Background: an optimization exercise with open tools, aiming at small area. Do not read the settings as production practice.
The RTL was checked by simulation tests, not by an equivalence proof against the original design.

run 1:
==> module RECEIVER_SHIFT_REG, before the edit <==
module RECEIVER_SHIFT_REG (
    input              I_CLK,
    input              I_RESET_N,
    input              I_BCLK,
    input              I_FIFO_NFULL,
    input              I_RX_IN,
    input              I_PARITY_EN,
    input              I_PARITY_TYPE,
    output logic       O_PARITY_ERR,
    output logic       O_FIFO_WRITE,
    output logic [7:0] O_RDATA
);
localparam [3:0] P_IDLE   = 4'd0;
localparam [3:0] P_START  = 4'd1;
localparam [3:0] P_PARITY = 4'd2;
localparam [3:0] P_STOP   = 4'd3;
localparam [3:0] P_WRITE  = 4'd4;
localparam [3:0] P_D0     = 4'd8;    
localparam [3:0] P_D7     = 4'd15;
logic [1:0] rx_in_sync;
logic       falling_edge_reg;
logic [3:0] pos;
logic [3:0] baud_cnt;
logic [8:0] shift_reg_n;    
logic       par_acc;
wire rx       = rx_in_sync[1];
wire sample   = I_BCLK & (baud_cnt == 4'd7);
wire shifting = pos[3] | (pos == P_PARITY);
always_ff @(posedge I_CLK or negedge I_RESET_N) begin
    if (!I_RESET_N) begin
        rx_in_sync       <= 2'b11;
        falling_edge_reg <= 1'b1;
    end else begin
        rx_in_sync       <= {rx_in_sync[0], I_RX_IN};
        falling_edge_reg <= rx;
    end
end
always_ff @(posedge I_CLK or negedge I_RESET_N) begin
    if (!I_RESET_N)
        pos <= P_IDLE;
    else begin
        case (pos)
            P_IDLE:  if (~rx & falling_edge_reg & I_FIFO_NFULL) pos <= P_START;
            P_START: if (sample) pos <= rx ? P_IDLE : P_D0;
            P_D7:    if (sample) pos <= I_PARITY_EN ? P_PARITY : P_STOP;
            P_STOP:  if (sample) pos <= rx ? P_WRITE : P_IDLE;
            P_PARITY: if (sample) pos <= P_STOP;
            P_WRITE: pos <= P_IDLE;
            default: if (sample) pos <= pos + 4'd1;
        endcase
    end
end
always_ff @(posedge I_CLK) begin
    if ((pos == P_IDLE) | (pos == P_WRITE))
        baud_cnt <= '0;
    else if (I_BCLK)
        baud_cnt <= baud_cnt + 4'd1;
end
always_ff @(posedge I_CLK) begin
    if (shifting & sample) begin
        shift_reg_n <= {~rx, shift_reg_n[8:1]};
        par_acc   <= par_acc ^ rx;
    end else if (pos == P_IDLE) begin
        shift_reg_n[8] <= 1'b1;
        par_acc      <= 1'b0;
    end
end
always_ff @(posedge I_CLK or negedge I_RESET_N) begin
    if (!I_RESET_N)
        O_PARITY_ERR <= 1'b0;
    else if (~I_PARITY_EN | (pos == P_IDLE))
        O_PARITY_ERR <= 1'b0;
    else if ((pos == P_STOP) & sample)
        O_PARITY_ERR <= par_acc ^ I_PARITY_TYPE;
end
assign O_FIFO_WRITE = (pos == P_WRITE) & ~O_PARITY_ERR;
assign O_RDATA      = ~(I_PARITY_EN ? shift_reg_n[7:0] : shift_reg_n[8:1]);
endmodule
export LEC_CHECK = 0
export CAP_MARGIN = 20
export CORE_MARGIN = 2
export CORE_UTILIZATION = 40
export SLEW_MARGIN = 20
create_clock -name core_clock -period 20.0 [get_ports {I_CLK}]
standard.sh (not shown) runs the stock make flow with config.mk's settings and CLKGATE_MAP_FILE= SYNTH_SCRIPT=/design/flow/synth_recipe.tcl, a recipe that flattens the netlist after the stock synthesis.
==> flow/flow/run.sh <==
#!/bin/bash
# The standard layout (standard.sh), with these changes in how the layout
# is made:
#  - synthesis: flow/synth_area.tcl sources synth_recipe.tcl unchanged but has
#    Yosys's abc pass use the area-oriented ABC script flow/area.abc, and
#    ADDER_MAP_FILE is left empty so adders are mapped by ABC with the rest
#    of the logic instead of as separate half/full-adder cells. Registers are
#    mapped and named as in the standard synthesis.
#  - port buffering uses the smallest buffer (buf_1);
#  - clock tree synthesis clusters up to 30 sinks per leaf buffer
#    (clkbuf_16) within a 200 um diameter, uses clkbuf_4 for the root and
#    the branches above the leaf buffers, and inserts no dummy loads.
# make's full output goes to flow_make.log; each ORFS step (Yosys, OpenROAD)
# writes its own log under orfs/logs/.
set -euo pipefail
HERE=$(pwd)
export FLOW_SYNTH_TCL="$HERE/synth_recipe.tcl"
export FLOW_ABC_SCRIPT="$HERE/flow/area.abc"
export BUFFER_PORTS_ARGS="-buffer_cell sky130_fd_sc_hd__buf_1"
export CTS_ARGS="-sink_clustering_enable -repair_clock_nets -sink_clustering_size 30 -sink_clustering_max_diameter 200 -dont_use_dummy_load -root_buf sky130_fd_sc_hd__clkbuf_4 -tree_buf sky130_fd_sc_hd__clkbuf_4 -sink_clustering_buffer sky130_fd_sc_hd__clkbuf_16 -buf_list {sky130_fd_sc_hd__clkbuf_4 sky130_fd_sc_hd__clkbuf_16}"
bash standard.sh SYNTH_SCRIPT="$HERE/flow/synth_area.tcl" ADDER_MAP_FILE= finish > flow_make.log 2>&1
==> flow/flow/area.abc <==
strash
&get -n
&deepsyn -I 4 -J 50
&put
if -K 4 -a
mfs2 -a
strash
dc2
dch -f
amap -F 8 -A 8
==> flow/flow/synth_area.tcl <==
# The standard synthesis (synth_recipe.tcl, sourced unchanged), except
# that Yosys's abc pass maps the combinational logic with the area-oriented
# ABC script flow/area.abc instead of ORFS's speed script. Registers are
# mapped by dfflibmap as in the standard synthesis and keep their names.
proc abc {args} {
  set i [lsearch $args -script]
  if {$i >= 0} { lset args [expr {$i + 1}] $::env(FLOW_ABC_SCRIPT) }
  yosys abc {*}$args
}
source $::env(FLOW_SYNTH_TCL)
Both conditions hold for run 1: the flow ran to the end and the final layout passed the timing, DRC and antenna checks.
### run 1 -> run 2
--- a/flow/design.v
+++ b/flow/design.v
@@ -107,13 +107,13 @@
 localparam [3:0] P_D0     = 4'd8;    
 localparam [3:0] P_D7     = 4'd15;
 logic [1:0] rx_in_sync;
 logic       falling_edge_reg;
 logic [3:0] pos;
 logic [3:0] baud_cnt;
-logic [8:0] shift_reg_n;    
+logic [8:0] shift_reg;
 logic       par_acc;
 wire rx       = rx_in_sync[1];
 wire sample   = I_BCLK & (baud_cnt == 4'd7);
 wire shifting = pos[3] | (pos == P_PARITY);
 always_ff @(posedge I_CLK or negedge I_RESET_N) begin
     if (!I_RESET_N) begin
@@ -144,29 +144,29 @@
         baud_cnt <= '0;
     else if (I_BCLK)
         baud_cnt <= baud_cnt + 4'd1;
 end
 always_ff @(posedge I_CLK) begin
     if (shifting & sample) begin
-        shift_reg_n <= {~rx, shift_reg_n[8:1]};
+        shift_reg <= {rx, shift_reg[8:1]};
         par_acc   <= par_acc ^ rx;
     end else if (pos == P_IDLE) begin
-        shift_reg_n[8] <= 1'b1;
+        shift_reg[8] <= 1'b0;
         par_acc      <= 1'b0;
     end
 end
 always_ff @(posedge I_CLK or negedge I_RESET_N) begin
     if (!I_RESET_N)
         O_PARITY_ERR <= 1'b0;
     else if (~I_PARITY_EN | (pos == P_IDLE))
         O_PARITY_ERR <= 1'b0;
     else if ((pos == P_STOP) & sample)
         O_PARITY_ERR <= par_acc ^ I_PARITY_TYPE;
 end
 assign O_FIFO_WRITE = (pos == P_WRITE) & ~O_PARITY_ERR;
-assign O_RDATA      = ~(I_PARITY_EN ? shift_reg_n[7:0] : shift_reg_n[8:1]);
+assign O_RDATA      = I_PARITY_EN ? shift_reg[7:0] : shift_reg[8:1];
 endmodule
 `timescale 1ns/1ps
 module TRANS_SHIFT_REG (
     input        I_CLK,
     input        I_BCLK,
     input        I_RESET_N,
Findings:
- Of run 2 and run 1, it is run 2 that has the higher synthesis-to-finish area growth.
- Compared run 2 against run 1; horizontal extent of the die within noise.
- Comparing run 2 and run 1, post-synthesis cell count is lower on run 2.
- Where wire length of the first global-routing pass is concerned, run 1 is better than run 2.
- Relative to run 1, the final area measured on run 2 has increased slightly.
- Every stage of the flow completed for run 2, and the final layout passed the timing, DRC and antenna checks.

re-timing with driven ports:
In the flow no input, the clock included, has a driving cell. The finished layouts below were timed again as built, in two steps.
Step 1 (the two cells are an assumption about what drives the block):
set clk [get_ports {I_CLK}]
set_driving_cell -lib_cell sky130_fd_sc_hd__clkbuf_16 $clk
set_driving_cell -lib_cell sky130_fd_sc_hd__buf_2 [delete_from_list [all_inputs] $clk]
Step 2 moves the port delays by t, midway between the first and last clock arrival at a register: inputs arrive t later, outputs are due t later. That takes back most of the time a late clock gives input paths.
a / b / c = ideal / step 1 / step 2; a / b = the first two.
run	t, ns	slack for setup (ns)	worst setup path after step 2	worst register clock-pin slew, ns	worst data-port slew with drivers (ns)
run 1	0.698	10.513 / 10.459 / 10.459	input to output	0.11 / 0.11	0.05
run 2	0.703	10.465 / 10.440 / 10.440	input to output	0.11 / 0.11	0.03
After both steps setup and hold are still met in every run listed. For run 1, which loses most, drivers alone change the setup slack by -0.054 ns; drivers and shift together by -0.054 ns.
